This is an optimization exercise on Yosys and OpenROAD, whose aim is small area, not a production implementation.
In this exercise RTL edits were held to simulation tests only and were not proved equivalent to the original.
Power figures rest on the tool's default switching activity, not on a simulated workload.

--- flow/run.sh ---
#!/bin/bash
# Layout flow: the standard flow (standard.sh, synthesis unchanged) with
# the synthesis buffers removed before placement, single-drive port buffers
# and a clock tree without dummy loads.
export REMOVE_ABC_BUFFERS=1
export BUFFER_PORTS_ARGS="-buffer_cell sky130_fd_sc_hd__buf_1"
export CTS_ARGS="-sink_clustering_enable -repair_clock_nets -dont_use_dummy_load -buf_list sky130_fd_sc_hd__clkbuf_4 -sink_clustering_size 8 -sink_clustering_max_diameter 50"
bash standard.sh > standard.log 2>&1
status=$?
tail -40 standard.log
exit $status
--- standard.sh ---
#!/bin/bash
# synth_recipe.tcl (not shown) runs the flow's synth.tcl, then flattens the netlist and writes it again
# the make line also repeats each setting of config.mk as NAME=value (left out here)
make -C /OpenROAD-flow-scripts/flow DESIGN_CONFIG=/design/flow/config.mk WORK_HOME=/design/flow/orfs CLKGATE_MAP_FILE= SYNTH_SCRIPT=/design/flow/synth_recipe.tcl "${@:-finish}"
--- config.mk ---
export PLATFORM = sky130hd
export DESIGN_NAME = cbc_dig
export DESIGN_NICKNAME = cbc_dig
export VERILOG_FILES = /design/flow/design.v
export SDC_FILE = /design/flow/constraint.sdc
export NUM_CORES = 4
export LEC_CHECK = 0
export CAP_MARGIN = 0
export CORE_MARGIN = 2
export CORE_UTILIZATION = 65
export GPL_TIMING_DRIVEN = 0
export SLEW_MARGIN = 0
--- constraint.sdc ---
create_clock -name core_clock -period 10.0 [get_ports {clk}]
set_input_delay 2.0000 -clock core_clock [delete_from_list [all_inputs] [get_ports {clk}]]
set_output_delay 2.0000 -clock core_clock [all_outputs]
set_load 0.01 [all_outputs]
--- design.v ---
module cbc_dig(clk,rst_n,RX_A,RX_C,TX_C,CH_A,CH_B,dst,eep_rd_data,eep_addr,eep_cs_n,eep_r_w_n,chrg_pmp_en);
input clk,rst_n;
input RX_A;
input RX_C;
output TX_C;
output CH_A;
output CH_B;
output [13:0] dst;
input [13:0] eep_rd_data;
output [1:0] eep_addr;
output eep_cs_n;
output eep_r_w_n;
output chrg_pmp_en;
wire rdyA, rdyC;
wire [7:0] rxA, rxC;
cbc_rx iRXA(.clk(clk), .rst_n(rst_n), .RX(RX_A), .rdy(rdyA), .rx_data(rxA));
cbc_rx iRXC(.clk(clk), .rst_n(rst_n), .RX(RX_C), .rdy(rdyC), .rx_data(rxC));
reg tlow;             
reg [5:0] high_byte;
reg vld1, vld2;       
always @(posedge clk, negedge rst_n)
  if (!rst_n) tlow <= 1'b0;
  else tlow <= tlow ^ rdyA;
always @(posedge clk)
  if (rdyA & ~tlow) high_byte <= rxA[5:0];
always @(posedge clk, negedge rst_n)
  if (!rst_n) vld1 <= 1'b0;
  else vld1 <= rdyA & tlow;
always @(posedge clk)
  vld2 <= vld1;
wire [13:0] Xmeas = {high_byte, rxA};
localparam C_IDLE  = 3'd0;
localparam C_SENDH = 3'd1;
localparam C_SENDM = 3'd2;
localparam C_RSPHB = 3'd3;    
localparam C_RSPHI = 3'd4;    
localparam C_RSPLB = 3'd5;    
localparam C_RSPLI = 3'd6;    
localparam C_DONE  = 3'd7;
reg [2:0] cst;
reg frm_rdy;
reg cok;             
reg [3:0] ch;        
reg [5:0] cmid;      
wire snd_rsp, clr_rdy;
wire [13:0] Xset;
wire txbusy = (cst == C_RSPHB) | (cst == C_RSPLB);
reg [9:0] tbaud;
reg [3:0] tbit;
reg [8:0] tsr;
wire tbaud_full = ~tbaud[0] & tbaud[2] & ~tbaud[3] & ~tbaud[4] & tbaud[5] & tbaud[6] &
                  ~tbaud[7] & tbaud[8] & ~tbaud[9];
wire tshft = txbusy & tbaud_full;
wire tx_end = txbusy & ~tbit[2] & tbit[1] & ~tbit[0];     
wire trmt_h = (cst == C_SENDM) & snd_rsp;
wire trmt_l = (cst == C_RSPHI);
always @(posedge clk, negedge rst_n)
  if (!rst_n) cst <= C_IDLE;
  else case (cst)
    C_IDLE:  if (rdyC) cst <= C_SENDH;
    C_SENDH: if (rdyC) cst <= C_SENDM;
    C_SENDM: if (snd_rsp) cst <= C_RSPHB;
    C_RSPHB: if (tx_end) cst <= C_RSPHI;
    C_RSPHI: cst <= C_RSPLB;
    C_RSPLB: if (tx_end) cst <= C_RSPLI;
    C_RSPLI: cst <= C_DONE;
    default: cst <= C_IDLE;
  endcase
always @(posedge clk)
  if ((cst == C_SENDM) & rdyC) frm_rdy <= 1'b1;
  else if ((cst == C_IDLE) | ((cst == C_SENDM) & clr_rdy) |
           (((cst == C_RSPHB) | (cst == C_RSPHI)) & clr_rdy)) frm_rdy <= 1'b0;
always @(posedge clk)
  if ((cst == C_IDLE) & rdyC) begin
    ch <= rxC[3:0];
    cok <= ~|rxC[7:4];
  end else if ((cst == C_SENDH) & rdyC) begin
    cmid <= rxC[5:0];
    cok <= cok & ~|rxC[7:6];
  end
wire c_newx  = cok & (ch == 4'b1100);
wire c_start = cok & (ch == 4'b0011);
wire c_wrt   = cok & (ch[3:2] == 2'b10);
wire c_read  = cok & (ch[3:2] == 2'b01);
wire [13:0] cfg = {cmid, rxC};
reg tfirst;
always @(posedge clk, negedge rst_n)
  if (!rst_n) tfirst <= 1'b1;
  else if (tx_end) tfirst <= 1'b0;
always @(posedge clk)
  if (txbusy) tbaud <= tbaud_full ? 10'd0 : {tbaud[8:0], ~(tbaud[9] ^ tbaud[6])};
  else tbaud <= {9'd0, ~tfirst};
always @(posedge clk)
  if (!txbusy) tbit <= 4'd0;
  else if (tshft) tbit <= {tbit[2:0], ~(tbit[3] ^ tbit[2])};
always @(posedge clk, negedge rst_n)
  if (!rst_n) tsr[0] <= 1'b1;
  else if (trmt_h) tsr[0] <= 1'b0;
  else if (trmt_l) tsr[0] <= 1'b0;
  else if (tshft) tsr[0] <= tsr[1];
always @(posedge clk)
  if (trmt_h) tsr[8:1] <= {2'b00, res[13:8]};
  else if (trmt_l) tsr[8:1] <= Xset[7:0];
  else if (tshft) tsr[8:1] <= {1'b1, tsr[8:2]};
assign TX_C = tsr[0];
assign dst = cfg;
localparam LD_Xset   = 4'b0000;
localparam Pmult     = 4'b0001;
localparam Imult     = 4'b0010;
localparam Dmult     = 4'b0011;
localparam Wait_vld  = 4'b0100;
localparam Calc_err  = 4'b0101;
localparam SumErrS   = 4'b0110;
localparam Iadd      = 4'b0111;
localparam DmultPrep = 4'b1000;
localparam Dadd      = 4'b1001;
localparam PrevErr   = 4'b1010;
localparam XSET      = 4'b1011;
localparam Clear_PWM = 4'b1100;
localparam CMDINTR   = 4'b1101;
localparam Write_EEP = 4'b1110;
localparam CMDloop   = 4'b1111;
reg [3:0] st;
reg in_CMS;
reg [3:0] cnt;
wire fin = cnt[3] & ~cnt[2] & ~cnt[1] & ~cnt[0];
wire cnt0 = ~|cnt;
wire mult = (st[3:2] == 2'b00) & (st[1:0] != 2'b00);
wire step = mult & ~fin;
reg [12:0] pcnt;     
wire [12:0] pcy;     
assign pcy[0] = 1'b1;
genvar gp;
generate for (gp = 0; gp < 12; gp = gp + 1) begin : g_pinc
  assign pcy[gp+1] = pcy[gp] & pcnt[gp];
end endgenerate
reg [13:0] Duty;
wire pz = ~|pcnt;
wire eep_done = Duty[7] & Duty[5] & Duty[3] & Duty[1] & Duty[0] &
                pcnt[12] & pcnt[11] & pcnt[10] & pcnt[7] & pcnt[6];
wire s_ld   = (st == LD_Xset);
wire s_calc = (st == Calc_err);
wire s_sum  = (st == SumErrS);
wire s_iadd = (st == Iadd);
wire s_dprep= (st == DmultPrep);
wire s_dadd = (st == Dadd);
wire s_xset = (st == XSET);
wire s_clr  = (st == Clear_PWM);
wire s_cmd  = (st == CMDINTR);
wire s_wre  = (st == Write_EEP);
wire cmd_wrt  = s_cmd & in_CMS & c_wrt;
wire cmd_read = s_cmd & in_CMS & c_read;
assign snd_rsp = s_xset | (s_cmd & ~cmd_wrt) | (s_wre & eep_done);
assign clr_rdy = s_xset | s_cmd;
wire wrt_duty = s_dadd | s_clr;
assign eep_cs_n = ~((st[3:2] == 2'b00) | cmd_wrt | cmd_read);
assign eep_r_w_n = ~(st[3] & ch[3]);
assign eep_addr = st[3] ? ch[1:0] : st[1:0];
assign chrg_pmp_en = s_wre | cmd_read;
always @(posedge clk, negedge rst_n)
  if (!rst_n) st <= LD_Xset;
  else case (st)
    LD_Xset:   st <= Wait_vld;
    Wait_vld:  if (vld2) st <= Calc_err;
    Calc_err:  st <= Pmult;
    Pmult:     if (fin) st <= SumErrS;
    SumErrS:   st <= Imult;
    Imult:     if (fin) st <= Iadd;
    Iadd:      st <= DmultPrep;
    DmultPrep: st <= Dmult;
    Dmult:     if (fin) st <= Dadd;
    Dadd:      st <= PrevErr;
    PrevErr:   if (frm_rdy) st <= c_newx ? XSET : Clear_PWM;
               else st <= Wait_vld;
    XSET:      st <= Wait_vld;
    Clear_PWM: st <= CMDINTR;
    CMDINTR:   st <= cmd_wrt ? Write_EEP : CMDloop;
    Write_EEP: if (eep_done) st <= CMDloop;
    CMDloop:   if (frm_rdy) st <= CMDINTR;
  endcase
always @(posedge clk, negedge rst_n)
  if (!rst_n) in_CMS <= 1'b0;
  else if (s_cmd & c_start) in_CMS <= 1'b1;
always @(posedge clk)
  if (!mult) cnt <= 4'd0;
  else cnt <= {cnt[2:0], ~(cnt[3] ^ cnt[2])};
reg [13:0] Xset_r, SumErr, PreErr, A;
reg [14:0] R;
reg [2:0] E;
assign Xset = Xset_r;
wire q0 = R[0];
wire qm1 = R[14];
wire bnz = q0 ^ qm1;
wire bsub = q0 & ~qm1;
wire s17_pos = ~A[13] & (A[12:10] != 3'b000);
wire s17_neg = A[13] & (A[12:10] != 3'b111);
wire [13:0] s17 = s17_pos ? 14'h1FFF : s17_neg ? 14'h2000 : {A[10:0], E};
wire stp0  = step & cnt0;
wire a_A   = step & ~cnt0;
wire a_s17 = mult & fin;
wire a_xm  = s_calc | s_iadd;
wire a_R   = s_sum | s_dprep;
wire a_cfg = s_xset;
wire b_eep = (step & bnz) | s_ld | cmd_read;
wire b_xs  = s_calc | s_iadd;
wire b_se  = s_sum;
wire b_pe  = s_dprep;
wire b_du  = (mult & fin & st[1]) | s_dadd | (s_wre & ~eep_done);
wire b_k   = (s_cmd & ~cmd_read & ~cmd_wrt) | (s_wre & eep_done);
wire sub   = (step & bsub) | s_calc | s_iadd | s_dprep | (s_dadd & Duty[13]) |
             (s_cmd & ~cmd_read & ~cmd_wrt & ~c_start);
wire [13:0] opa = ({14{a_A}} & A) | ({14{a_s17}} & s17) | ({14{a_xm}} & Xmeas) |
                  ({14{a_R}} & R[13:0]) | ({14{a_cfg}} & cfg);
wire [13:0] opb = ({14{b_eep}} & eep_rd_data) | ({14{b_xs}} & Xset_r) |
                  ({14{b_se}} & SumErr) | ({14{b_pe}} & PreErr) |
                  ({14{b_du}} & Duty) | ({14{b_k}} & 14'h0A5A);
wire cin = sub | (s_wre & pz);
wire [13:0] opb_x = opb ^ {14{sub}};
wire [9:0] cy;
assign cy[0] = cin;
genvar gi;
generate for (gi = 0; gi < 9; gi = gi + 1) begin : g_add
  assign cy[gi+1] = (opa[gi] & opb_x[gi]) | (cy[gi] & (opa[gi] ^ opb_x[gi]));
end endgenerate
wire [14:9] c0, c1;
assign c0[9] = 1'b0;
assign c1[9] = 1'b1;
generate for (gi = 9; gi < 14; gi = gi + 1) begin : g_sel
  assign c0[gi+1] = (opa[gi] & opb_x[gi]) | (c0[gi] & (opa[gi] ^ opb_x[gi]));
  assign c1[gi+1] = (opa[gi] & opb_x[gi]) | (c1[gi] & (opa[gi] ^ opb_x[gi]));
end endgenerate
wire [13:0] sum = opa ^ opb_x ^ {(cy[9] ? c1[13:9] : c0[13:9]), cy[8:0]};
wire ovf = cy[9] ? (c1[14] ^ c1[13]) : (c0[14] ^ c0[13]);
wire [13:0] res = ovf ? {opa[13], {13{~opa[13]}}} : sum;
always @(posedge clk) begin
  A <= {res[13], res[13:1]};
  E <= {res[0], E[2:1]};
end
always @(posedge clk)
  if (s_calc | s_sum | s_iadd | s_dprep) R <= {1'b0, res};
  else R <= {R[0], R[14:1]};
always @(posedge clk)
  if (s_ld) SumErr <= 14'd0;
  else if (s_sum) SumErr <= res;
always @(posedge clk)
  if (s_ld) PreErr <= 14'd0;
  else if (s_dprep) PreErr <= R[13:0];
always @(posedge clk)
  if (s_ld | snd_rsp) Xset_r <= res;
always @(posedge clk)
  if ((mult & fin) | s_wre | cmd_wrt) Duty <= res;
reg [12:0] magnitude;
reg sign, pon;
reg mv;
always @(posedge clk, negedge rst_n)
  if (!rst_n) mv <= 1'b0;
  else if (wrt_duty) mv <= 1'b1;
always @(posedge clk)
  if (wrt_duty) magnitude <= sum[12:0];
always @(posedge clk)
  if (wrt_duty) sign <= Duty[13];
always @(posedge clk)
  if (wrt_duty | s_cmd) pcnt <= 13'd0;
  else pcnt <= pcnt ^ pcy[12:0];
always @(posedge clk, negedge rst_n)
  if (!rst_n) pon <= 1'b0;
  else if (wrt_duty | (magnitude == pcnt)) pon <= 1'b0;
  else if (pz & (magnitude != 13'd0) & mv) pon <= 1'b1;
assign CH_A = pon & ~sign;
assign CH_B = pon & sign;
endmodule
module cbc_rx(clk, rst_n, RX, rdy, rx_data);
input clk, rst_n, RX;
output rdy;
output reg [7:0] rx_data;
reg A, d, B, busy;
reg [9:0] baud;
reg [3:0] bitc;
wire shift = ~baud[0] & ~baud[1] & baud[3] & ~baud[4] & ~baud[5] & baud[6] &
             baud[7] & ~baud[8] & baud[9];    
wire bit8 = bitc[2] & ~bitc[1] & ~bitc[0];     
always @(posedge clk, negedge rst_n)
  if (!rst_n) begin A <= 1'b0; d <= 1'b0; B <= 1'b0; end
  else begin A <= RX; d <= A; B <= d; end
reg first;
always @(posedge clk, negedge rst_n)
  if (!rst_n) first <= 1'b1;
  else if (rdy) first <= 1'b0;
always @(posedge clk)
  if (busy) baud <= shift ? 10'd0 : {baud[8:0], ~(baud[9] ^ baud[6])};
  else baud <= {9'd0, ~first};
always @(posedge clk, negedge rst_n)
  if (!rst_n) busy <= 1'b0;
  else if (busy) busy <= ~bit8;
  else busy <= ~d & B;
always @(posedge clk)
  if (!busy) bitc <= 4'd0;
  else if (shift) bitc <= {bitc[2:0], ~(bitc[3] ^ bitc[2])};
always @(posedge clk)
  if (shift) rx_data <= {d, rx_data[7:1]};
assign rdy = busy & bit8;
endmodule
==> results of run 1 <==
==> final cells by class <==
cell class / instances / area, sq um / share of cell area
Sequential cell: 227 / 5480 / 0.524
Multi-Input combinational cell: 602 / 4130 / 0.396
Clock buffer: 34 / 255 / 0.0244
Antenna cell: 1 / 2.50 / 0.000239
Tap cell: 188 / 235 / 0.0225
Timing Repair Buffer: 43 / 213 / 0.0204
Inverter: 35 / 131 / 0.0126
==> placed cells by master, fill, tap and decap left out, types with 21 or more instances in the layout <==
cell,synthesis,final
a21oi_1,46,46
and2_1,25,25
buf_1,1,38
clkbuf_4,0,34
dfxtp_1,122,122
edfxtp_1,81,81
ha_1,23,23
inv_1,35,35
mux2i_1,21,21
nand2_1,115,115
nor2_1,52,52
o21ai_0,44,43
xnor2_1,21,21
==> per-stage QoR <==
stage / setup slack, ns / util / cells / instance area [sq um]
detailed placement: 1.00 / 0.673 / 1095 / 10200
CTS: 0.953 / 0.690 / 1129 / 10400
finish: 0.709 / 0.690 / 1130 / 10500
global placement: -0.430 / 0.668 / 1091 / 10100
floorplan: 1.98 / - / 864 / 9730
global route: 0.349 / 0.690 / 1130 / 10500
==> worst paths after layout <==
path                       start       end  slack [ns]  depth (start not counted)
min in group asynchronous  rst_n     st[1]        1.39                          1
max                        st[0]  Duty[10]        0.71                         19
min                         E[2]      E[1]        0.33                          0
max reg2reg                st[0]  Duty[10]        0.71                         19
min reg2reg                 E[2]      E[1]        0.33                          0
max in group asynchronous  rst_n    iRXC.A        8.18                          1
==> report_power, final <==
part | switching [mW] | internal (mW)
registers | 0.0333 | 1.02
logic | 0.0848 | 0.0633
clock network | 0.294 | 0.158
==> flip-flops by register name, indices dropped and copies added (netlist names), 13 cells and up <==
register   cells
R             15
PreErr        14
Xset_r        14
Duty          14
pcnt          13
magnitude     13
SumErr        14
A             13
==> layer usage <==
| layer | track usage | share of wire |
|---|---|---|
| met2 | 0.507 | 0.48 |
| met3 | 0.0639 | 0.079 |
| met4 | 0.122 | 0.031 |
| met5 | 0 | 0 |
| met1 | 0.417 | 0.41 |
==> cell families (layout without fill, tap and decap cells) <==
kind of cell	count (synthesis)	count (layout)
AOI/OAI and AO/OA	193	193
xor gates and xnor gates	41	41
adders and majority gates	32	32
buffers and inverters	81	112
DFF	227	227
muxes	22	22
other	0	1
and+or+nand+nor	314	314
==> critical path, delay by kind of cell (launching register included) <==
kind	cells	cell delay, ns
AO/OA/AOI/OAI	4	2.38
adder cells (fa/ha/maj)	9	3.76
buffers and inverters	2	0.28
flip-flops	1	0.94
AND/OR/NAND/NOR	4	1.59
==> summary.md, run 1 <==
| Metric | Value |
|---|---|
| Overflow left after global routing | 0 |
| Cts repair resizes | 0 |
| Drc violations | 0 |
| Tcrit/Tclk final | 0.929 |
| Final antenna-violating net count | 0 |
| Setup Fix Bufs, Post-CTS | 0 |
| Layout Nets | 993 |
| Yosys top cell by area | dfxtp_1 |
| Main combinational cell family by area after synthesis | simple AND/OR/NAND/NOR gates |
| Vias in the first global route | 7151 |
| Post-synthesis xor/xnor area fraction | 0.0359 |
| H-Tree Depth | 2 |
| TritonCTS clock tree | done |
| HPWL after detailed placement | 17.8 mm |
| Simple-gate share of the synthesized area | 0.159 |
| Data required, critical path | 10.28 ns |
| Synth warn | 2 |
| Largest net degree at the start of global routing | 29 |
| Worst-margin pin slew | 1.29 ns |
| CP Class | flip-flop to flip-flop |
| Cell area after synthesis | 0.0100 sq mm |
| Min Hold Slack | 0.325 ns |
| Largest cells by area after synthesis | dfxtp_1 24%, edfxtp_1 24%, dfrtp_1 5.0% |
| Pre-antenna DRT Iters | 9 |
| Inserted Clock Buffers | 34 |
| CP max FO | 27 |
| Worst path most repeated cell | fa_1 |
| Post-synth top area share | 0.244 |
| First-pass GRT wire length | 38.9 mm |
| Worst-Skew Late Latency | 0.61 ns |
| GPL Wtd Cong | 0.929 |
| I/O pin count | 40 |
| Tot GR Track Use | 0.313 |
| Slew Limit Fails | 0 |
| Via density | 6.41 |
| Worst rel slew slack | 0.138 |
| Core footprint | 0.0151 sq mm |
| Die height | 128 um |
| Worst path slowest cell | o21ai_0 |
| Initial antenna violation count | 1 |
| FMAX | 108 MHz |
| Min-delay worst type | flip-flop to flip-flop |
| Max_cap viols | 0 |
| Max stage delay on crit path | 1.03 ns |
| WL final | 24.9 mm |
| Most common cell in the synthesized netlist | dfxtp_1 |
| Pwr dens | 158 mW/mm^2 |
| Leakage | 4.11 nW |
| Post-CTS Hold Fix Bufs | 0 |
| Rows | 45 |
| VDD IR max | 148 uV |
| Primary FF master, synth | dfxtp_1 |
| DR vias | 7243 |
| Unique cell type count in the Yosys netlist | 80 |
| Crit end category | flip-flop |
| Sequential area share after synthesis | 0.548 |
| Total chip power | 1.65 mW |
| Critical path, cell by cell | nor2_1 > or4_4 > a21oi_1 > a21oi_1 > fa_1 > fa_1 > fa_1 > fa_1 > fa_1 > fa_1 > fa_1 > inv_1 > fa_1 > fa_1 > o2111ai_1 > nand4_1 > nand2_1 > o21ai_0 > inv_1 |
| Run status | no timing/DRC/antenna violations |
| Root Buffer | clkbuf_4 |
| Final setup fails | 0 |
| Worst-case clock buffer depth | 3 |
| Final critical-path required period | 9.29 ns |
| Initial core utilization | 0.661 |
| Fillers | 1160 |
| Clock slew at reported path FFs | 0.09 ns |
| Post-synth EDFFs | 81 |
| Worst Setup Start Kind | flip-flop |
| Worst Skew | 0.0418 ns |
| Syn_area_per_cell | 11.0 sq um |
| Chip width | 128 um |
| TNS Setup | 0 ns |
| Final hold vios | 0 |
| Mux cell area share after synthesis | 0.0221 |
| Starting DRT DRC Count | 740 |
| Layout cells sized above 1 | 0.0914 |
| TritonCTS Sinks | 227 |
| Arrival time worst endpoint | 9.57 ns |
| WL per Instance | 22.0 um |
| Die area | 0.0164 sq mm |
| Area share of fa/ha/maj cells after synthesis | 0.0468 |
| Layout area overhead | 4.44% |
| Synth cell count leaders | 122 x dfxtp_1, 115 x nand2_1, 81 x edfxtp_1 |
| Compound-Gate Fraction of Synth Area | 0.148 |
| Ys async rst share | 0.106 |
| RSZ-0062 raised after global routing | false |
| Post-synthesis cell count | 910 |
| Synth Register Bits | 227 |
| Number of port buffers | 39 |
==> run 2: changes to the inputs <==
--- a/config.mk
+++ b/config.mk
@@ -9,3 +9,3 @@
 export CORE_MARGIN = 2
-export CORE_UTILIZATION = 65
+export CORE_UTILIZATION = 75
 export GPL_TIMING_DRIVEN = 0
==> run 2 against run 1 <==
Fmax increased by 3.3%. Sequential power about the same. Routed wire length decreased by 1.2%. Largest cell class unchanged. Largest power group unchanged. Critical endpoint is now Xset_r[10]. Still clean. Combinational power about the same.
==> summary.md, run 2 <==
| Metric | Value |
|---|---|
| Run status | no timing/DRC/antenna violations |
| CP Class | flip-flop to flip-flop |
| Synth cell count leaders | 122 x dfxtp_1, 115 x nand2_1, 81 x edfxtp_1 |
| WL final | 24.6 mm |
| Hold-critical path depth | 0 |
| Worst path most repeated cell | fa_1 |
| WL per Instance | 22.0 um |
| Data required, critical path | 10.32 ns |
| Die area | 0.0143 sq mm |
| Vias in the first global route | 7265 |
| Slew Limit Fails | 0 |
| Max stage delay on crit path | 0.92 ns |
| Setup Fix Bufs, Post-CTS | 0 |
| Worst Skew | 0.0414 ns |
| Crit end category | flip-flop |
| Layout cells sized above 1 | 0.0933 |
| Worst rel slew slack | 0.177 |
| Critical path, cell by cell | nor2_1 > or4_4 > o211ai_4 > a221oi_1 > xor2_1 > fa_1 > fa_1 > fa_1 > fa_1 > fa_1 > fa_1 > fa_1 > inv_1 > fa_1 > fa_1 > o2111ai_1 > nand4_1 > nand2_1 > o21ai_0 > inv_1 |
| GPL Wtd Cong | 1.02 |
| Starting DRT DRC Count | 751 |
| Tot GR Track Use | 0.354 |
| Register-to-Register Path Depth | 20 |
| Post-synth top area share | 0.244 |
| Number of port buffers | 39 |
| Core footprint | 0.0131 sq mm |
| Min Hold Slack | 0.351 ns |
| Worst-case clock buffer depth | 3 |
| Rows | 42 |
| Worst-Skew Late Latency | 0.61 ns |
| Ys async rst share | 0.106 |
| Leakage | 4.12 nW |
| Pre-antenna DRT Iters | 8 |
| Largest net degree at the start of global routing | 29 |
| Final critical-path required period | 8.99 ns |
| Layout Nets | 995 |
| Sequential area share after synthesis | 0.548 |
| Primary FF master, synth | dfxtp_1 |
| Post-synth EDFFs | 81 |
| Arrival time worst endpoint | 9.31 ns |
| Fillers | 847 |
| Worst path slowest cell | dfrtp_1 |
| Largest cells by area after synthesis | dfxtp_1 24%, edfxtp_1 24%, dfrtp_1 5.0% |
| Yosys top cell by area | dfxtp_1 |
| Final antenna-violating net count | 0 |
| Clock slew at reported path FFs | 0.09 ns |
| Drc violations | 0 |
| Inserted Clock Buffers | 35 |
| Min-delay worst type | flip-flop to flip-flop |
| FMAX | 111 MHz |
| Most frequent cells in the layout | 122 x dfxtp_1, 115 x nand2_1, 81 x edfxtp_1, 52 x nor2_1, 46 x a21oi_1 |
| First-pass GRT wire length | 38.8 mm |
| Initial core utilization | 0.762 |
| Cts repair resizes | 0 |
| Synth warn | 2 |
| Unique cell type count in the Yosys netlist | 80 |
| Cell area after synthesis | 0.0100 sq mm |
| Chip width | 120 um |
| Worst-margin pin slew | 1.23 ns |
| VDD IR max | 137 uV |
| Tcrit/Tclk final | 0.899 |
| CP max FO | 27 |
| TritonCTS clock tree | done |
| Commonest non-fill, non-tap cell in the layout | dfxtp_1 |
| Max FFs per register | 15 |
| Final hold vios | 0 |
| Via density | 6.63 |
| Synth Register Bits | 227 |
| TNS Setup | 0 ns |
| Max_cap viols | 0 |
| HPWL after detailed placement | 17.4 mm |
| Area taken by multi-input logic gates | 0.00413 sq mm |
| Final setup fails | 0 |
| I/O pin count | 40 |
| Reg2reg setup slack | 1.01 ns |
| Pwr dens | 159 mW/mm^2 |
| H-Tree Depth | 2 |
| Initial antenna violation count | 0 |
| N_diodes | 0 |
| Worst Setup Start Kind | flip-flop |
| Die height | 120 um |
| Most common cell in the synthesized netlist | dfxtp_1 |
| Layout area overhead | 4.35% |
| Reg with most FFs | R |
| Post-CTS Hold Fix Bufs | 0 |
| Overflow left after global routing | 0 |
| Root Buffer | clkbuf_4 |
| TritonCTS Sinks | 227 |
| RSZ-0062 raised after global routing | false |
| DR vias | 7419 |
| Seq. cell area | 0.00548 sq mm |
| Post-synthesis cell count | 910 |
| Syn_area_per_cell | 11.0 sq um |
==> run 2: cell families after synthesis <==
family          share of synthesized area
fa+ha+maj                          0.0468
compound gates                      0.148
buf+inv                            0.0409
flops                               0.548
mux                                0.0221
simple gates                        0.159
xor+xnor                           0.0359
==> run 2: final cells by class <==
type,instances,area share
Timing Repair Buffer,44,0.0205
Clock buffer,35,0.0252
Multi-Input combinational cell,602,0.396
Sequential cell,227,0.525
Tap cell,176,0.0211
Inverter,35,0.0126
==> run 2: critical path: cells and delay by family, from the launching register on <==
kind | cells | cell delay (ns)
adders and majority gates | 9 | 3.79
AOI/OAI and AO/OA | 4 | 1.99
and+or+nand+nor | 4 | 1.54
DFF | 1 | 0.92
buffers and inverters | 2 | 0.26
xor gates and xnor gates | 1 | 0.21
==> run 2: path summary, 6_finish.rpt <==
| path | startpoint | end |
|---|---|---|
| min in group asynchronous | rst_n | st[3] |
| max in group asynchronous | rst_n | iRXA.B |
| hold reg to reg | vld1 | vld2 |
| setup / recovery | st[0] | Xset_r[10] |
| setup reg to reg | st[0] | Xset_r[10] |
| hold / removal | vld1 | vld2 |
==> run 2: where the power goes <==
part           internal [mW]  total, mW  switching (mW)
Sequential              1.02       1.05          0.0352
Clock                  0.162      0.458           0.296
Combinational         0.0634      0.149          0.0855
Total                   1.24       1.66           0.417
==> run 2: through the flow <==
step           utilization  setup WS, ns  instances  total power [mW]  cell area (sq um)
5_1_grt              0.795         0.555       1119              1.72              10400
6_report             0.795          1.01       1119              1.66              10400
4_1_cts              0.794          1.13       1118              1.66              10400
3_3_place_gp         0.768        -0.363       1079              1.20              10100
2_1_floorplan            -          1.98        864              1.16               9730
3_5_place_dp         0.774          1.20       1083              1.22              10200
==> run 2: layer usage <==
layer  share of wire  track usage  up-vias
met5               0            0        -
met3            0.11        0.105       82
li1                -            -     3349
met1            0.37        0.460     3544
met4           0.045        0.165        0
met2            0.47        0.551      444
==> run 3: changes to the inputs <==
--- a/flow/run.sh
+++ b/flow/run.sh
@@ -6,3 +6,3 @@
 export BUFFER_PORTS_ARGS="-buffer_cell sky130_fd_sc_hd__buf_1"
-export CTS_ARGS="-sink_clustering_enable -repair_clock_nets -dont_use_dummy_load -buf_list sky130_fd_sc_hd__clkbuf_4 -sink_clustering_size 8 -sink_clustering_max_diameter 50"
+export CTS_ARGS="-sink_clustering_enable -repair_clock_nets -dont_use_dummy_load -buf_list sky130_fd_sc_hd__clkbuf_4 -sink_clustering_size 9 -sink_clustering_max_diameter 55"
 bash standard.sh > standard.log 2>&1
--- a/config.mk
+++ b/config.mk
@@ -9,3 +9,3 @@
 export CORE_MARGIN = 2
-export CORE_UTILIZATION = 75
+export CORE_UTILIZATION = 65
 export GPL_TIMING_DRIVEN = 0
==> run 3 against run 2 <==
Still clean. Routed wire length rose by 0.24%. Non-clock buffer count fell by 1. Utilization fell by 11 points. Clock skew rose by 0.016 ns. Largest cell class unchanged. Largest power group unchanged.
==> summary.md, run 3 <==
| Metric | Value |
|---|---|
| Sequential area share after synthesis | 0.548 |
| Worst path slowest cell | o21ai_0 |
| Largest cells by area after synthesis | dfxtp_1 24%, edfxtp_1 24%, dfrtp_1 5.0% |
| Met1 usage | 0.417 |
| Data required, critical path | 10.35 ns |
| CP Buf/Inv Count | 2 |
| Syn_area_per_cell | 11.0 sq um |
| Tot GR Track Use | 0.307 |
| Min-delay worst type | flip-flop to flip-flop |
| Synth warn | 2 |
| Primary FF master, synth | dfxtp_1 |
| Min Hold Slack | 0.344 ns |
| Layout Nets | 988 |
| Worst-case clock buffer depth | 3 |
| Die area | 0.0164 sq mm |
| Most common cell in the synthesized netlist | dfxtp_1 |
| Final critical-path required period | 9.25 ns |
| Worst-Skew Late Latency | 0.64 ns |
| Tcrit/Tclk final | 0.925 |
| H-Tree Depth | 1 |
| Synth Register Bits | 227 |
| CP max FO | 27 |
| Grt met2 use | 0.506 |
| Layout area overhead | 4.04% |
| First-pass GRT wire length | 38.6 mm |
| Non-filler cells, final | 1124 |
| Largest net degree at the start of global routing | 29 |
| Post-synth EDFFs | 81 |
| Ys async rst share | 0.106 |
| Worst Skew | 0.0571 ns |
| Final hold vios | 0 |
| Vias in the first global route | 7099 |
| Unique cell type count in the Yosys netlist | 80 |
| I/O pin count | 40 |
| CP Class | flip-flop to flip-flop |
| Cts repair resizes | 0 |
| Top Family by Delay on Critical Path | adder cells |
| Core footprint | 0.0151 sq mm |
| N_diodes | 0 |
| Post-CTS Hold Fix Bufs | 0 |
| Post-synthesis cell count | 910 |
| Setup Fix Bufs, Post-CTS | 0 |
| Rows | 45 |
| Worst path most repeated cell | fa_1 |
| Critical path, cell by cell | nor2_1 > or4_4 > a21oi_1 > a21oi_1 > fa_1 > fa_1 > fa_1 > fa_1 > fa_1 > fa_1 > fa_1 > inv_1 > fa_1 > fa_1 > o2111ai_1 > nand4_1 > nand2_1 > o21ai_0 > inv_1 |
| Leakage | 4.09 nW |
| GPL Wtd Cong | 0.929 |
| TritonCTS Sinks | 227 |
| Reg with most FFs | R |
| Util after Layout | 0.687 |
| Placed Instances | 1095 |
| WL per Instance | 21.9 um |
| Met3 Usage GRT | 0.0505 |
| Crit end category | flip-flop |
| Clock slew at reported path FFs | 0.10 ns |
| Synth cell count leaders | 122 x dfxtp_1, 115 x nand2_1, 81 x edfxtp_1 |
| Slew Limit Fails | 0 |
| Yosys top cell by area | dfxtp_1 |
| Drc violations | 0 |
| Max FFs per register | 15 |
| GR peak layer | met2 |
| Chip width | 128 um |
| Total chip power | 1.61 mW |
| Die height | 128 um |
| WL final | 24.6 mm |
| Commonest non-fill, non-tap cell in the layout | dfxtp_1 |
| Final antenna-violating net count | 0 |
| TritonCTS clock tree | done |
| Initial core utilization | 0.661 |
| Pwr dens | 155 mW/mm^2 |
| Via density | 6.43 |
| DR vias | 7223 |
| Pre-antenna DRT Iters | 6 |
| Root Buffer | clkbuf_4 |
| Most frequent cells in the layout | 122 x dfxtp_1, 115 x nand2_1, 81 x edfxtp_1, 52 x nor2_1, 46 x a21oi_1 |
| Arrival time worst endpoint | 9.60 ns |
| Fillers | 1166 |
| Max_cap viols | 0 |
| Initial antenna violation count | 1 |
| Worst-margin pin slew | 1.23 ns |
| VDD IR max | 150 uV |
| Number of port buffers | 39 |
| Overflow left after global routing | 0 |
| Max stage delay on crit path | 1.02 ns |
| Final setup fails | 0 |
| Post-synth top area share | 0.244 |
| Cell area after synthesis | 0.0100 sq mm |
| Layout cells sized above 1 | 0.0865 |
| FMAX | 108 MHz |
| Starting DRT DRC Count | 898 |
| Inserted Clock Buffers | 29 |
| Run status | no timing/DRC/antenna violations |
| HPWL after detailed placement | 17.8 mm |
| Worst Setup Start Kind | flip-flop |
| Worst rel slew slack | 0.171 |
| RSZ-0062 raised after global routing | false |
| Reg2reg setup slack | 0.75 ns |
-- run 3: cell counts after synthesis --
No cell type changed its count.
-- run 3: where the power goes --
group          total, mW  switching (mW)  internal, mW
Sequential          1.05          0.0339          1.02
Clock              0.414           0.281         0.133
Combinational      0.148          0.0849        0.0633
Total               1.61           0.399          1.21
-- run 3: logic make-up (layout without fill, tap and decap cells) --
kind of cell    count (synthesis)  count (layout)  share of synthesized area
buf+inv                        81             107                     0.0409
simple gates                  314             314                      0.159
compound gates                193             193                      0.148
flops                         227             227                      0.548
mux                            22              22                     0.0221
xor+xnor                       41              41                     0.0359
fa+ha+maj                      32              32                     0.0468
-- run 3: final timing paths --
kind | startpoint | end | depth (start not counted)
setup / recovery | st[0] | Xset_r[10] | 19
hold / removal | vld1 | vld2 | 0
setup reg to reg | st[0] | Xset_r[10] | 19
hold reg to reg | vld1 | vld2 | 0
max in group asynchronous | rst_n | tfirst | 1
min in group asynchronous | rst_n | iRXA.d | 1
-- run 3: layout make-up --
class | count | area [sq um] | share of cell area
clock buffers | 29 | 218 | 0.0209
inverters | 35 | 131 | 0.0126
multi-input cells | 602 | 4130 | 0.397
flip-flops and latches | 227 | 5480 | 0.526
well taps | 188 | 235 | 0.0226
repair buffers | 43 | 213 | 0.0204
-- run 3: through the flow --
step	TNS, ns	cell area, sq um	setup WS [ns]
after floorplan	0	9730	1.98
after global placement	-5.74	10100	-0.430
after detailed placement	0	10200	1.00
after CTS	0	10400	0.964
after global routing	0	10400	0.379
final	0	10400	0.750
-- run 3: per-layer routing --
layer	up-vias	wire length, um
li1	3337	-
met1	3524	10300
met2	302	11800
met3	60	1860
met4	0	747
met5	-	0
==> run 4: changes to the inputs <==
--- a/design.v
+++ b/design.v
@@ -48,4 +48,3 @@
 reg [9:0] tbaud;
-reg [3:0] tbit;
-reg [8:0] tsr;
+reg [10:0] tsr;
 wire tbaud_full = ~tbaud[0] & tbaud[2] & ~tbaud[3] & ~tbaud[4] & tbaud[5] & tbaud[6] &
@@ -53,3 +52,3 @@
 wire tshft = txbusy & tbaud_full;
-wire tx_end = txbusy & ~tbit[2] & tbit[1] & ~tbit[0];     
+wire tx_end = txbusy & ~|tsr[10:1];     
 wire trmt_h = (cst == C_SENDM) & snd_rsp;
@@ -93,14 +92,6 @@
 always @(posedge clk)
-  if (!txbusy) tbit <= 4'd0;
-  else if (tshft) tbit <= {tbit[2:0], ~(tbit[3] ^ tbit[2])};
-always @(posedge clk, negedge rst_n)
-  if (!rst_n) tsr[0] <= 1'b1;
-  else if (trmt_h) tsr[0] <= 1'b0;
-  else if (trmt_l) tsr[0] <= 1'b0;
-  else if (tshft) tsr[0] <= tsr[1];
-always @(posedge clk)
-  if (trmt_h) tsr[8:1] <= {2'b00, res[13:8]};
-  else if (trmt_l) tsr[8:1] <= Xset[7:0];
-  else if (tshft) tsr[8:1] <= {1'b1, tsr[8:2]};
-assign TX_C = tsr[0];
+  if (trmt_h) tsr <= {2'b11, 2'b00, res[13:8], 1'b0};
+  else if (trmt_l) tsr <= {2'b11, Xset[7:0], 1'b0};
+  else if (tshft) tsr <= {1'b0, tsr[10:1]};
+assign TX_C = tsr[0] | ~txbusy;
 assign dst = cfg;
--- a/config.mk
+++ b/config.mk
@@ -7,3 +7,3 @@
 export LEC_CHECK = 0
-export CAP_MARGIN = 0
+export CAP_MARGIN = 10
 export CORE_MARGIN = 2
@@ -11,2 +11,2 @@
 export GPL_TIMING_DRIVEN = 0
-export SLEW_MARGIN = 0
+export SLEW_MARGIN = 10
==> run 4 against run 3 <==
Still clean. Die area decreased by 2.2%. Sequential power about the same. Synthesized cell count up 1.8%. Count of clock-buffer cells in the layout stayed put. Routed wire length increased by 1.1%. Critical endpoint is now Duty[8].
==> summary.md, run 4 <==
| Metric | Value |
|---|---|
| Run status | no timing/DRC/antenna violations |
| Tcrit/Tclk final | 0.933 |
| First-pass GRT wire length | 39.3 mm |
| Commonest non-fill, non-tap cell in the layout | nand2_1 |
| N_diodes | 0 |
| TNS Setup | 0 ns |
| FMAX | 107 MHz |
| CP Class | flip-flop to flip-flop |
| Syn_area_per_cell | 10.6 sq um |
| Final critical-path required period | 9.33 ns |
| Worst Skew | 0.0545 ns |
| Max FFs per register | 15 |
| Number of port buffers | 39 |
| Post-synth top area share | 0.249 |
| Inserted Clock Buffers | 29 |
| Layout area overhead | 5.17% |
| Largest net degree at the start of global routing | 30 |
| Worst Setup Start Kind | flip-flop |
| Total chip power | 1.62 mW |
| Synth cell count leaders | 132 x nand2_1, 121 x dfxtp_1, 81 x edfxtp_1 |
| Most frequent cells in the layout | 132 x nand2_1, 121 x dfxtp_1, 81 x edfxtp_1, 64 x nor2_1, 41 x o21ai_0 |
| DR vias | 7336 |
| Worst-case clock buffer depth | 3 |
| Fillers | 1131 |
| Worst rel slew slack | 0.171 |
| Clock slew at reported path FFs | 0.10 ns |
| Setup Fix Bufs, Post-CTS | 0 |
| Final hold vios | 0 |
| Drc violations | 0 |
| Min Hold Slack | 0.342 ns |
| WL final | 24.9 mm |
| Min-delay worst type | flip-flop to flip-flop |
| Overflow left after global routing | 0 |
| Post-synth EDFFs | 81 |
| Layout Nets | 1009 |
| Post-synthesis cell count | 926 |
| Via density | 6.45 |
| Synth warn | 2 |
| Final antenna-violating net count | 0 |
| Tot GR Track Use | 0.315 |
| Slew Limit Fails | 0 |
| H-Tree Depth | 1 |
| WL per Instance | 21.9 um |
| Crit end category | flip-flop |
| Worst-Skew Late Latency | 0.67 ns |
| Core footprint | 0.0146 sq mm |
| Max_cap viols | 0 |
| Sequential area share after synthesis | 0.556 |
| I/O pin count | 40 |
| VDD IR max | 152 uV |
| Initial core utilization | 0.668 |
| Die area | 0.0160 sq mm |
| Worst-margin pin slew | 1.23 ns |
| Root Buffer | clkbuf_4 |
| Layout cells sized above 1 | 0.0682 |
| Rows | 44 |
| Primary FF master, synth | dfxtp_1 |
| Cell area after synthesis | 0.00978 sq mm |
| Most common cell in the synthesized netlist | nand2_1 |
| Pwr dens | 158 mW/mm^2 |
| Unique cell type count in the Yosys netlist | 63 |
| Post-CTS Hold Fix Bufs | 0 |
| Cts repair resizes | 0 |
| Data required, critical path | 10.37 ns |
| Initial antenna violation count | 0 |
| Yosys top cell by area | edfxtp_1 |
| Leakage | 4.05 nW |
| CP max FO | 22 |
| Vias in the first global route | 7181 |
| TritonCTS clock tree | done |
| Ys async rst share | 0.102 |
| TritonCTS Sinks | 225 |
| Util after Layout | 0.702 |
| Pre-antenna DRT Iters | 9 |
| HPWL after detailed placement | 17.8 mm |
| Final setup fails | 0 |
| Reg with most FFs | R |
| Synth Register Bits | 225 |
| Die height | 127 um |
| Largest cells by area after synthesis | edfxtp_1 25%, dfxtp_1 25%, dfrtp_1 5.1% |
| Arrival time worst endpoint | 9.70 ns |
| Chip width | 127 um |
| GPL Wtd Cong | 0.956 |
| Starting DRT DRC Count | 947 |
| RSZ-0062 raised after global routing | false |
==> run 4: power breakdown <==
part | leakage, nW | switching (mW) | internal (mW)
sequential | 2.00 | 0.0397 | 1.01
clock | 0.133 | 0.281 | 0.133
combinational | 1.92 | 0.0799 | 0.0764
==> run 4: area by class of cell <==
| cell class | count | area, sq um | share of cell area |
|---|---|---|---|
| timing repair buffer | 44 | 233 | 0.0226 |
| clock buffer | 29 | 218 | 0.0212 |
| multi-input combinational | 621 | 4040 | 0.393 |
| inverter | 34 | 128 | 0.0124 |
| tap | 184 | 230 | 0.0224 |
| sequential | 225 | 5430 | 0.528 |
==> run 4: layer usage <==
metal | track usage | up-vias | wire length, um
met2 | 0.514 | 390 | 11600
met5 | 0 | - | 0
met3 | 0.0569 | 76 | 2400
met1 | 0.432 | 3491 | 9960
met4 | 0.108 | 0 | 948
li1 | - | 3379 | -
==> run 4: logic make-up after synthesis <==
group	share of synthesized area
multiplexers	0.0148
adder cells (fa/ha/maj)	0.0530
AND/OR/NAND/NOR	0.175
flip-flops	0.556
XOR/XNOR	0.0349
buffers and inverters	0.0334
AO/OA/AOI/OAI	0.133
==> run 4: worst paths after layout <==
path / from / cells past startpoint / slack (ns) / endpoint
min reg2reg: vld1 / 0 / 0.34 / vld2
max reg2reg: st[3] / 20 / 0.67 / Duty[8]
max in group asynchronous: rst_n / 1 / 8.26 / in_CMS
min: vld1 / 0 / 0.34 / vld2
max: st[3] / 20 / 0.67 / Duty[8]
min in group asynchronous: rst_n / 1 / 1.31 / st[2]
==> run 4: worst max-delay path, cell delays in order (launching register included) <==
cell and delay [ns]:
dfrtp_1 0.75, nor2b_1 0.71, nand2_1 0.65, o21ai_1 0.75, a222oi_1 0.15, and3_1 0.23, fa_1 0.40, fa_1 0.48
fa_1 0.46, fa_1 0.47, fa_1 0.47, fa_1 0.46, fa_1 0.47, inv_1 0.10, fa_1 0.20, fa_1 0.30
nand2b_1 0.12, o211a_1 0.28, o211ai_1 0.77, mux2i_1 0.60, inv_1 0.19
==> run 4: stage by stage <==
| step | area, sq um | instances | setup slack (ns) |
|---|---|---|---|
| final | 10300 | 1137 | 0.668 |
| after global placement | 9960 | 1103 | -0.413 |
| after floorplan | 9580 | 880 | 1.84 |
| after CTS | 10300 | 1135 | 0.807 |
| after global routing | 10300 | 1137 | 0.294 |
| after detailed placement | 10000 | 1106 | 0.959 |
==> run 5: changes to the inputs <==
--- a/config.mk
+++ b/config.mk
@@ -7,3 +7,3 @@
 export LEC_CHECK = 0
-export CAP_MARGIN = 10
+export CAP_MARGIN = 0
 export CORE_MARGIN = 2
@@ -11,2 +11,2 @@
 export GPL_TIMING_DRIVEN = 0
-export SLEW_MARGIN = 10
+export SLEW_MARGIN = 0
==> run 5 against run 4 <==
Critical endpoint is now SumErr[9]. Sequential share of layout area is essentially flat. Via count grew 0.55%. Total power grew 0.12%. Critical path type unchanged. Global-route usage shrank 0.36 points.
==> summary.md, run 5 <==
| Metric | Value |
|---|---|
| Pint | 1.22 mW |
| GPL Wtd Cong | 0.956 |
| Layout Nets | 1010 |
| Worst-Skew Late Latency | 0.70 ns |
| Number of port buffers | 39 |
| N_diodes | 0 |
| Worst setup startpoint | st[3] |
| Slew Limit Fails | 0 |
| Min Hold Slack | 0.342 ns |
| Pre-antenna DRT Iters | 8 |
| Setup Fix Bufs, Post-CTS | 0 |
| Final critical-path required period | 9.42 ns |
| Commonest non-fill, non-tap cell in the layout | nand2_1 |
| Starting DRT DRC Count | 739 |
| Largest net degree at the start of global routing | 30 |
| I/O pin count | 40 |
| H-Tree Depth | 1 |
| Worst rel slew slack | 0.129 |
| Reg2reg setup slack | 0.58 ns |
| RSZ-0062 raised after global routing | false |
| Crit end category | flip-flop |
| Pre-CTS setup slack | 0.954 ns |
| Final Cell Area | 0.0103 sq mm |
| Cell area after synthesis | 0.00978 sq mm |
| Yosys top cell by area | edfxtp_1 |
| Chip width | 127 um |
| Post-synthesis cell count | 926 |
| RR Startpoint | st[3] |
| VDD IR max | 150 uV |
| Cts repair resizes | 0 |
| Pwr dens | 158 mW/mm^2 |
| Layout cells sized above 1 | 0.0660 |
| Largest cells by area after synthesis | edfxtp_1 25%, dfxtp_1 25%, dfrtp_1 5.1% |
| FMAX | 106 MHz |
| Core footprint | 0.0146 sq mm |
| Data required, critical path | 10.57 ns |
| DR vias | 7376 |
| CP max FO | 22 |
| Clock share of power | 0.256 |
| Post-CTS Hold Fix Bufs | 0 |
| Total chip power | 1.62 mW |
| Die height | 127 um |
| Synth cell count leaders | 132 x nand2_1, 121 x dfxtp_1, 81 x edfxtp_1 |
| Worst-margin pin slew | 1.31 ns |
| Register-to-Register Path Depth | 22 |
| Layout area overhead | 5.14% |
| Leakage | 4.05 nW |
| Primary FF master, synth | dfxtp_1 |
| Sequential share of power | 0.648 |
| Hold-critical path depth | 0 |
| Inserted Clock Buffers | 29 |
| Syn_area_per_cell | 10.6 sq um |
| DP Area | 0.0100 sq mm |
| Unique cell type count in the Yosys netlist | 63 |
| Arrival time worst endpoint | 9.99 ns |
| Max_cap viols | 0 |
| Combinational power share | 0.097 |
| Via density | 6.48 |
| Run status | no timing/DRC/antenna violations |
| Max FFs per register | 15 |
| Final antenna-violating net count | 0 |
| TritonCTS clock tree | done |
| CP Class | flip-flop to flip-flop |
| First-pass GRT wire length | 38.8 mm |
| Post-synth EDFFs | 81 |
| Synth warn | 2 |
| Ys async rst share | 0.102 |
| TNS Setup | 0 ns |
| Vias in the first global route | 7048 |
| Most common cell in the synthesized netlist | nand2_1 |
| Rows | 44 |
| Sequential area share after synthesis | 0.556 |
| Initial core utilization | 0.668 |
| Worst Skew | 0.0676 ns |
| TritonCTS Sinks | 225 |
| Worst Setup Start Kind | flip-flop |
| Worst-case clock buffer depth | 3 |
| Drc violations | 0 |
| Tot GR Track Use | 0.312 |
| Final worst slack | 0.578 ns |
| Post-synth top area share | 0.249 |
| Final setup fails | 0 |
| Overflow left after global routing | 0 |
| Worst setup endpoint | SumErr[9] |
| WL final | 24.8 mm |
| Reg with most FFs | R |
| Min-delay worst type | flip-flop to flip-flop |
| Most frequent cells in the layout | 132 x nand2_1, 121 x dfxtp_1, 81 x edfxtp_1, 65 x nor2_1, 41 x o21ai_0 |
| Tcrit/Tclk final | 0.942 |
| Switching portion of total power | 0.248 |
| Final hold vios | 0 |
| Root Buffer | clkbuf_4 |
| WL per Instance | 21.8 um |
| Synth Register Bits | 225 |
| P_sw | 0.403 mW |
| Initial antenna violation count | 0 |
| Die area | 0.0160 sq mm |
| HPWL after detailed placement | 17.9 mm |
| Clock slew at reported path FFs | 0.10 ns |
| R2R Path End | SumErr[9] |
run 5: cell counts after synthesis:
Identical to the previous run, type by type.
run 5: per-layer routing:
layer / track usage / wire length, um
met1: 0.425 / 10000
met3: 0.0654 / 2570
met2: 0.493 / 11200
met5: 0 / 0
met4: 0.129 / 998
run 5: cells by family after synthesis:
kind of cell    share of synthesized area
flops                               0.556
fa+ha+maj                          0.0530
xor+xnor                           0.0349
compound gates                      0.133
buf+inv                            0.0334
simple gates                        0.175
mux                                0.0148
run 5: power groups by stage:
stage               Clock (mW)  Sequential, mW  Combinational (mW)
finish                   0.415            1.05               0.157
detailed placement           0            1.07               0.157
global route             0.459            1.06               0.180
floorplan                    0            1.06               0.125
CTS                      0.420            1.05               0.159
global placement             0            1.07               0.149
run 5: metrics by stage:
step	instances	util
final	1138	0.702
after global routing	1138	0.702
after CTS	1137	0.701
after detailed placement	1108	0.686
after global placement	1103	0.680
after floorplan	880	-
run 5: worst max-delay path: stages, from the launching register on:
cell and delay [ns]:
dfrtp_1 0.76, nor2b_1 0.69, nand2_1 0.70, o21ai_1 0.80, a222oi_1 0.19, and3_1 0.25, fa_1 0.41, fa_1 0.48
fa_1 0.46, fa_1 0.47, fa_1 0.47, fa_1 0.46, fa_1 0.46, inv_1 0.10, fa_1 0.20, fa_1 0.30
nor2_1 0.08, nand3_1 0.11, o211a_1 0.22, o211a_1 0.67, mux2i_1 0.54, inv_1 0.19, a22o_1 0.25
run 5: worst min path at each step:
stage,from,to,slack [ns]
finish,vld1,vld2,0.34
global route,E[1],E[0],0.36
CTS,vld1,vld2,0.35
detailed placement,E[1],E[0],0.33
global placement,vld1,vld2,0.33
floorplan,vld1,vld2,0.32
run 5: area by class of cell:
cell class	instances	area, sq um
well taps	184	230
multi-input cells	621	4030
repair buffers	45	240
flip-flops and latches	225	5430
clock buffers	29	218
inverters	34	128
fillers	1102	4360
==> run 6: changes to the inputs <==
--- a/config.mk
+++ b/config.mk
@@ -9,4 +9,5 @@
 export CORE_MARGIN = 2
-export CORE_UTILIZATION = 65
+export CORE_UTILIZATION = 70
 export GPL_TIMING_DRIVEN = 0
+export PLACE_DENSITY = 0.8
 export SLEW_MARGIN = 0
==> run 6 against run 5 <==
Sequential power hardly changed. Largest power group unchanged. Critical path type unchanged. Register-to-register slack better by 0.08 ns. Critical endpoint unchanged. Area after synthesis stayed put.
==> summary.md, run 6 <==
| Metric | Value |
|---|---|
| Run status | no timing/DRC/antenna violations |
| Die area | 0.0149 sq mm |
| Post-synthesis cell count | 926 |
| RSZ-0062 raised after global routing | false |
| CP Class | flip-flop to flip-flop |
| Final critical-path required period | 9.35 ns |
| Data required, critical path | 10.51 ns |
| Clock slew at reported path FFs | 0.11 ns |
| Fillers | 982 |
| Simple-gate share of the synthesized area | 0.175 |
| Post-CTS Hold Fix Bufs | 0 |
| Final antenna-violating net count | 0 |
| Post-synthesis xor/xnor area fraction | 0.0349 |
| Ys async rst share | 0.102 |
| WL per Instance | 21.4 um |
| Layout Nets | 1007 |
| Final Cell Area | 0.0102 sq mm |
| Slew Limit Fails | 0 |
| Post-synth top area share | 0.249 |
| Mux cell area share after synthesis | 0.0148 |
| WL final | 24.2 mm |
| Min-delay worst type | flip-flop to flip-flop |
| Post-synth EDFFs | 81 |
| FMAX | 107 MHz |
| Worst-Skew Late Latency | 0.67 ns |
| Final hold vios | 0 |
| Chip width | 122 um |
| DR vias | 7413 |
| Initial core utilization | 0.710 |
| Pwr dens | 159 mW/mm^2 |
| Leakage | 4.02 nW |
| HPWL after detailed placement | 17.4 mm |
| Layout cells sized above 1 | 0.0652 |
| Max_cap viols | 0 |
| Synth Register Bits | 225 |
| Layout area overhead | 4.62% |
| TritonCTS Sinks | 225 |
| Cts repair resizes | 0 |
| Final setup fails | 0 |
| Overflow left after global routing | 0 |
| Crit end category | flip-flop |
| Switching portion of total power | 0.247 |
| Pint | 1.22 mW |
| Via density | 6.55 |
| Compound-Gate Fraction of Synth Area | 0.133 |
| Arrival time worst endpoint | 9.85 ns |
| Setup Fix Bufs, Post-CTS | 0 |
| First-pass GRT wire length | 37.9 mm |
| Grt met2 use | 0.549 |
| Met3 Usage GRT | 0.0735 |
| Number of port buffers | 39 |
| Tot GR Track Use | 0.333 |
| Worst-margin pin slew | 1.40 ns |
| Worst Skew | 0.0592 ns |
| Clock share of power | 0.254 |
| P_sw | 0.402 mW |
| DP Area | 0.0100 sq mm |
| Most frequent cells in the layout | 132 x nand2_1, 121 x dfxtp_1, 81 x edfxtp_1, 65 x nor2_1, 41 x o21ai_0 |
| Rows | 43 |
| Tcrit/Tclk final | 0.935 |
| Worst Setup Start Kind | flip-flop |
| I/O pin count | 40 |
| Worst rel slew slack | 0.0647 |
| Core footprint | 0.0138 sq mm |
| Commonest non-fill, non-tap cell in the layout | nand2_1 |
| Unique cell type count in the Yosys netlist | 63 |
| Met1 usage | 0.419 |
| Syn_area_per_cell | 10.6 sq um |
| Pre-antenna DRT Iters | 8 |
| Die height | 122 um |
| H-Tree Depth | 1 |
| GPL Wtd Cong | 0.978 |
| Initial antenna violation count | 1 |
| Vias in the first global route | 7302 |
| Combinational power share | 0.099 |
| Max FFs per register | 15 |
| Inserted Clock Buffers | 29 |
| VDD IR max | 151 uV |
| Area share of fa/ha/maj cells after synthesis | 0.0530 |
| CP max FO | 22 |
| Sequential area share after synthesis | 0.556 |
| Reg with most FFs | R |
| Util after Layout | 0.743 |
| Cell area after synthesis | 0.00978 sq mm |
| Primary FF master, synth | dfxtp_1 |
| Main combinational cell family by area after synthesis | simple AND/OR/NAND/NOR gates |
| Synth warn | 2 |
| Worst-case clock buffer depth | 3 |
| Most common cell in the synthesized netlist | nand2_1 |
| Largest net degree at the start of global routing | 41 |
| Root Buffer | clkbuf_4 |
| Largest cells by area after synthesis | edfxtp_1 25%, dfxtp_1 25%, dfrtp_1 5.1% |
| Synth cell count leaders | 132 x nand2_1, 121 x dfxtp_1, 81 x edfxtp_1 |
| TritonCTS clock tree | done |
| Sequential share of power | 0.648 |
| Starting DRT DRC Count | 972 |
| Yosys top cell by area | edfxtp_1 |
| GR peak layer | met2 |
| Drc violations | 0 |
-- run 6: cell types whose count changed in the layout (fill, tap and decap cells not counted), sizes merged --
cell,delta
buf,-3
diode,+1
-- run 6: layout make-up --
class / count / area [sq um] / share of cell area
Clock buffer: 29 / 218 / 0.0213
Timing Repair Buffer: 42 / 181 / 0.0177
Sequential cell: 225 / 5430 / 0.531
Inverter: 34 / 128 / 0.0125
Antenna cell: 1 / 2.50 / 0.000245
Multi-Input combinational cell: 621 / 4040 / 0.395
Tap cell: 180 / 225 / 0.0220
-- run 6: stage by stage --
step / hold WS (ns) / worst slack (ns) / cells / setup TNS [ns] / power [mW]
2_1_floorplan: 0.324 / 1.84 / 880 / 0 / 1.18
3_3_place_gp: 0.329 / -0.0972 / 1099 / -0.965 / 1.22
3_5_place_dp: 0.336 / 0.672 / 1102 / 0 / 1.23
4_1_cts: 0.345 / 0.608 / 1131 / 0 / 1.63
5_1_grt: 0.362 / 0.364 / 1131 / 0 / 1.70
6_report: 0.342 / 0.654 / 1132 / 0 / 1.62
-- run 6: final timing paths --
| check | startpoint | to | slack (ns) | cells after the start |
|---|---|---|---|---|
| setup / recovery | st[3] | SumErr[9] | 0.65 | 22 |
| hold / removal | E[1] | E[0] | 0.34 | 0 |
| setup reg to reg | st[3] | SumErr[9] | 0.65 | 22 |
| hold reg to reg | E[1] | E[0] | 0.34 | 0 |
| max in group asynchronous | rst_n | pon | 8.24 | 1 |
| min in group asynchronous | rst_n | in_CMS | 1.34 | 1 |
-- run 6: logic make-up after synthesis --
family | count (synthesis)
simple gates | 354
flops | 225
compound gates | 178
buf+inv | 80
xor+xnor | 39
fa+ha+maj | 36
mux | 14
-- run 6: critical path, stage by stage (launching register included) --
cell and delay [ns]:
dfrtp_1 0.75, nor2b_1 0.65, nand2_1 0.63, o21ai_1 0.77, a222oi_1 0.25, and3_1 0.25
fa_1 0.40, fa_1 0.46, fa_1 0.48, fa_1 0.47, fa_1 0.47, fa_1 0.46
fa_1 0.44, inv_1 0.09, fa_1 0.22, fa_1 0.31, nor2_1 0.07, nand3_1 0.11
o211a_1 0.23, o211a_1 0.65, mux2i_1 0.60, inv_1 0.20, a22o_1 0.25
-- run 6: power by group through the flow --
stage | Combinational [mW] | Clock, mW | Sequential (mW)
floorplan | 0.125 | 0 | 1.06
detailed placement | 0.161 | 0 | 1.07
global route | 0.184 | 0.457 | 1.06
CTS | 0.162 | 0.417 | 1.05
global placement | 0.151 | 0 | 1.07
finish | 0.161 | 0.412 | 1.05
-- run 6: layer usage --
layer	wire, um	share of wire
met1	9200	0.38
met2	11400	0.47
met3	2370	0.098
met4	1200	0.049
met5	0	0
==> run 7: changes to the inputs <==
--- a/config.mk
+++ b/config.mk
@@ -11,3 +11,3 @@
 export GPL_TIMING_DRIVEN = 0
-export PLACE_DENSITY = 0.8
+export PLACE_DENSITY = 0.7
 export SLEW_MARGIN = 0
==> run 7 against run 6 <==
Clock power up 1%. Sequential power hardly changed. Cell count about the same. Register-to-register slack lost 0.04 ns. Area after synthesis unchanged. Still clean on timing, DRC and antenna. Synthesized cell count unchanged. Sequential cell count is the same.
==> summary.md, run 7 <==
| Metric | Value |
|---|---|
| P_sw | 0.406 mW |
| Final hold vios | 0 |
| Met1 usage | 0.442 |
| Total chip power | 1.63 mW |
| Yosys top cell by area | edfxtp_1 |
| Chip width | 122 um |
| Die height | 122 um |
| Number of port buffers | 39 |
| Layout Nets | 1008 |
| Root Buffer | clkbuf_4 |
| Syn_area_per_cell | 10.6 sq um |
| Crit end category | flip-flop |
| Worst Setup Start Kind | flip-flop |
| Hold-critical path depth | 0 |
| Critical path, cell by cell | nor2b_1 > nand2_1 > o21ai_1 > a222oi_1 > and3_1 > fa_1 > fa_1 > fa_1 > fa_1 > fa_1 > fa_1 > fa_1 > inv_1 > fa_1 > fa_1 > nor2_1 > nand3_1 > o211a_1 > o211a_1 > mux2i_1 > inv_1 > a22o_1 |
| Via density | 6.50 |
| Worst path most repeated cell | fa_1 |
| Sequential area share after synthesis | 0.556 |
| Reg2reg setup slack | 0.62 ns |
| Rows | 43 |
| HPWL after detailed placement | 17.8 mm |
| WL final | 24.9 mm |
| GPL Wtd Cong | 0.957 |
| Layout cells sized above 1 | 0.0662 |
| Post-synth top area share | 0.249 |
| Most frequent cells in the layout | 132 x nand2_1, 121 x dfxtp_1, 81 x edfxtp_1, 64 x nor2_1, 41 x o21ai_0 |
| Tot GR Track Use | 0.341 |
| RSZ-0062 raised after global routing | false |
| Arrival time worst endpoint | 9.94 ns |
| Synth warn | 2 |
| Pwr dens | 159 mW/mm^2 |
| DR vias | 7364 |
| Pre-antenna DRT Iters | 9 |
| Drc violations | 0 |
| Core footprint | 0.0138 sq mm |
| Top Family by Delay on Critical Path | adder cells |
| TNS Setup | 0 ns |
| Worst rel slew slack | 0.0992 |
| Unique cell type count in the Yosys netlist | 63 |
| R2R Path End | SumErr[10] |
| Ys async rst share | 0.102 |
| WL per Instance | 21.9 um |
| Inserted Clock Buffers | 29 |
| Post-synth EDFFs | 81 |
| Initial core utilization | 0.710 |
| Slew Limit Fails | 0 |
| Max_cap viols | 0 |
| Pint | 1.22 mW |
| Worst path slowest cell | o21ai_1 |
| Synth cell count leaders | 132 x nand2_1, 121 x dfxtp_1, 81 x edfxtp_1 |
| Die area | 0.0149 sq mm |
| Clock slew at reported path FFs | 0.11 ns |
| Data required, critical path | 10.56 ns |
| Min Hold Slack | 0.354 ns |
| Met3 Usage GRT | 0.0721 |
| Max FFs per register | 15 |
| GR peak layer | met2 |
| Largest cells by area after synthesis | edfxtp_1 25%, dfxtp_1 25%, dfrtp_1 5.1% |
| Worst Skew | 0.0507 ns |
| Starting DRT DRC Count | 1044 |
| First-pass GRT wire length | 38.4 mm |
| Run status | no timing/DRC/antenna violations |
| Leakage | 4.03 nW |
| Most common cell in the synthesized netlist | nand2_1 |
| Final setup fails | 0 |
| CP max FO | 22 |
| Tcrit/Tclk final | 0.938 |
| Grt met2 use | 0.555 |
| Worst Hold Path EP | vld2 |
| Commonest non-fill, non-tap cell in the layout | nand2_1 |
| Largest net degree at the start of global routing | 30 |
| Switching portion of total power | 0.250 |
| Initial antenna violation count | 0 |
| RR Startpoint | st[3] |
| Cell area after synthesis | 0.00978 sq mm |
| Layout area overhead | 4.86% |
| Post-CTS Hold Fix Bufs | 0 |
| TritonCTS Sinks | 225 |
| Register-to-Register Path Depth | 22 |
| VDD IR max | 189 uV |
| Worst-margin pin slew | 1.35 ns |
| Combinational power share | 0.098 |
| Max stage delay on crit path | 0.79 ns |
| Min-delay worst type | flip-flop to flip-flop |
| Worst-case clock buffer depth | 3 |
| Final critical-path required period | 9.38 ns |
| Final antenna-violating net count | 0 |
| I/O pin count | 40 |
| Critical path depth | 22 |
| CP Class | flip-flop to flip-flop |
| Vias in the first global route | 7222 |
| Util after Layout | 0.745 |
| Setup Fix Bufs, Post-CTS | 0 |
| CP Buf/Inv Count | 2 |
| Worst-Skew Late Latency | 0.68 ns |
| FMAX | 107 MHz |
| Hold Crit Start | vld1 |
| Primary FF master, synth | dfxtp_1 |
| H-Tree Depth | 1 |
| Post-synthesis cell count | 926 |
| Sequential share of power | 0.647 |
| Overflow left after global routing | 0 |
| Synth Register Bits | 225 |
| TritonCTS clock tree | done |
| Clock share of power | 0.256 |
| Reg with most FFs | R |
## run 7: changes by cell type in the layout (fill, tap and decap cells not counted), sizes merged
cell,previous run,this run
buf,41,42
## run 7: through the flow
stage                     instances  worst slack (ns)  instance area (sq um)
after global placement         1099            -0.431                   9950
final                          1133             0.618                  10300
after global routing           1132             0.158                  10300
after detailed placement       1103             0.639                  10000
after CTS                      1132             0.462                  10200
after floorplan                 880              1.84                   9580
## run 7: metal layers
| layer | up-vias | part of all wire |
|---|---|---|
| li1 | 3383 | - |
| met1 | 3502 | 0.39 |
| met2 | 399 | 0.47 |
| met3 | 80 | 0.093 |
| met4 | 0 | 0.047 |
| met5 | - | 0 |
## run 7: worst max-delay path by stage
stage / start / endpoint / slack, ns
final: st[3] / SumErr[10] / 0.62
after global placement: st[3] / Xset_r[4] / -0.43
after floorplan: st[3] / tsr[1] / 1.84
after global routing: st[3] / SumErr[10] / 0.16
after detailed placement: st[3] / SumErr[12] / 0.64
after CTS: st[3] / SumErr[12] / 0.46
## run 7: kinds of logic after synthesis
| family | count (synthesis) | share of synthesized area |
|---|---|---|
| xor+xnor | 39 | 0.0349 |
| buf+inv | 80 | 0.0334 |
| compound gates | 178 | 0.133 |
| mux | 14 | 0.0148 |
| simple gates | 354 | 0.175 |
| flops | 225 | 0.556 |
| fa+ha+maj | 36 | 0.0530 |
## run 7: cell type report
type	count	area, sq um
clock buffers	29	218
fillers	972	3520
flip-flops and latches	225	5430
diodes	1	2.50
well taps	180	225
repair buffers	43	209
inverters	34	128
multi-input cells	621	4040
## run 7: power by group through the flow
stage	combinational [mW]	clock (mW)	sequential, mW
after detailed placement	0.159	0	1.07
after CTS	0.160	0.418	1.05
after global placement	0.149	0	1.07
after floorplan	0.125	0	1.06
final	0.159	0.416	1.05
after global routing	0.183	0.451	1.06
## run 7: timing repair
item | CTS | global route
hold endpoints to repair | 0 | 0
gates resized for setup | 0 | 1
endpoints found under the setup margin | 0 | 2
## run 7: worst register-to-register path, delay by kind of cell (launching register included)
kind | cells | cell delay, ns
fa+ha+maj | 9 | 3.65
compound gates | 5 | 2.13
simple gates | 5 | 1.88
flops | 1 | 0.74
mux | 1 | 0.57
buf+inv | 2 | 0.30

## static timing again, ports no longer ideal
In the flow no input, the clock included, has a driving cell. The finished layouts below were timed again as built, in two steps.
Step 1 (the two cells are an assumption about what drives the block):
set clk [get_ports {clk}]
set_driving_cell -lib_cell sky130_fd_sc_hd__clkbuf_16 $clk
set_driving_cell -lib_cell sky130_fd_sc_hd__buf_2 [delete_from_list [all_inputs] $clk]
Step 2 moves the port delays by t, midway between the first and last clock arrival at a register: inputs arrive t later, outputs are due t later. That takes back most of the time a late clock gives input paths.
Slacks: ideal / step 1 / step 2; pairs: ideal / step 1.
| run | t (ns) | setup WS [ns] | worst setup path at the end | clock arrival spread, ns |
|---|---|---|---|---|
| run 1 | 0.631 | 0.709 / 0.709 / 0.709 | register to register | 0.041 / 0.042 |
| run 2 | 0.626 | 1.005 / 1.005 / 1.005 | register to register | 0.052 / 0.052 |
| run 3 | 0.661 | 0.750 / 0.750 / 0.750 | register to register | 0.074 / 0.074 |
| run 4 | 0.682 | 0.668 / 0.668 / 0.668 | register to register | 0.057 / 0.057 |
| run 5 | 0.707 | 0.578 / 0.578 / 0.578 | register to register | 0.068 / 0.068 |
| run 6 | 0.675 | 0.654 / 0.654 / 0.654 | register to register | 0.059 / 0.059 |
| run 7 | 0.691 | 0.618 / 0.618 / 0.618 | register to register | 0.056 / 0.056 |
After both steps setup and hold are still met in every run listed.
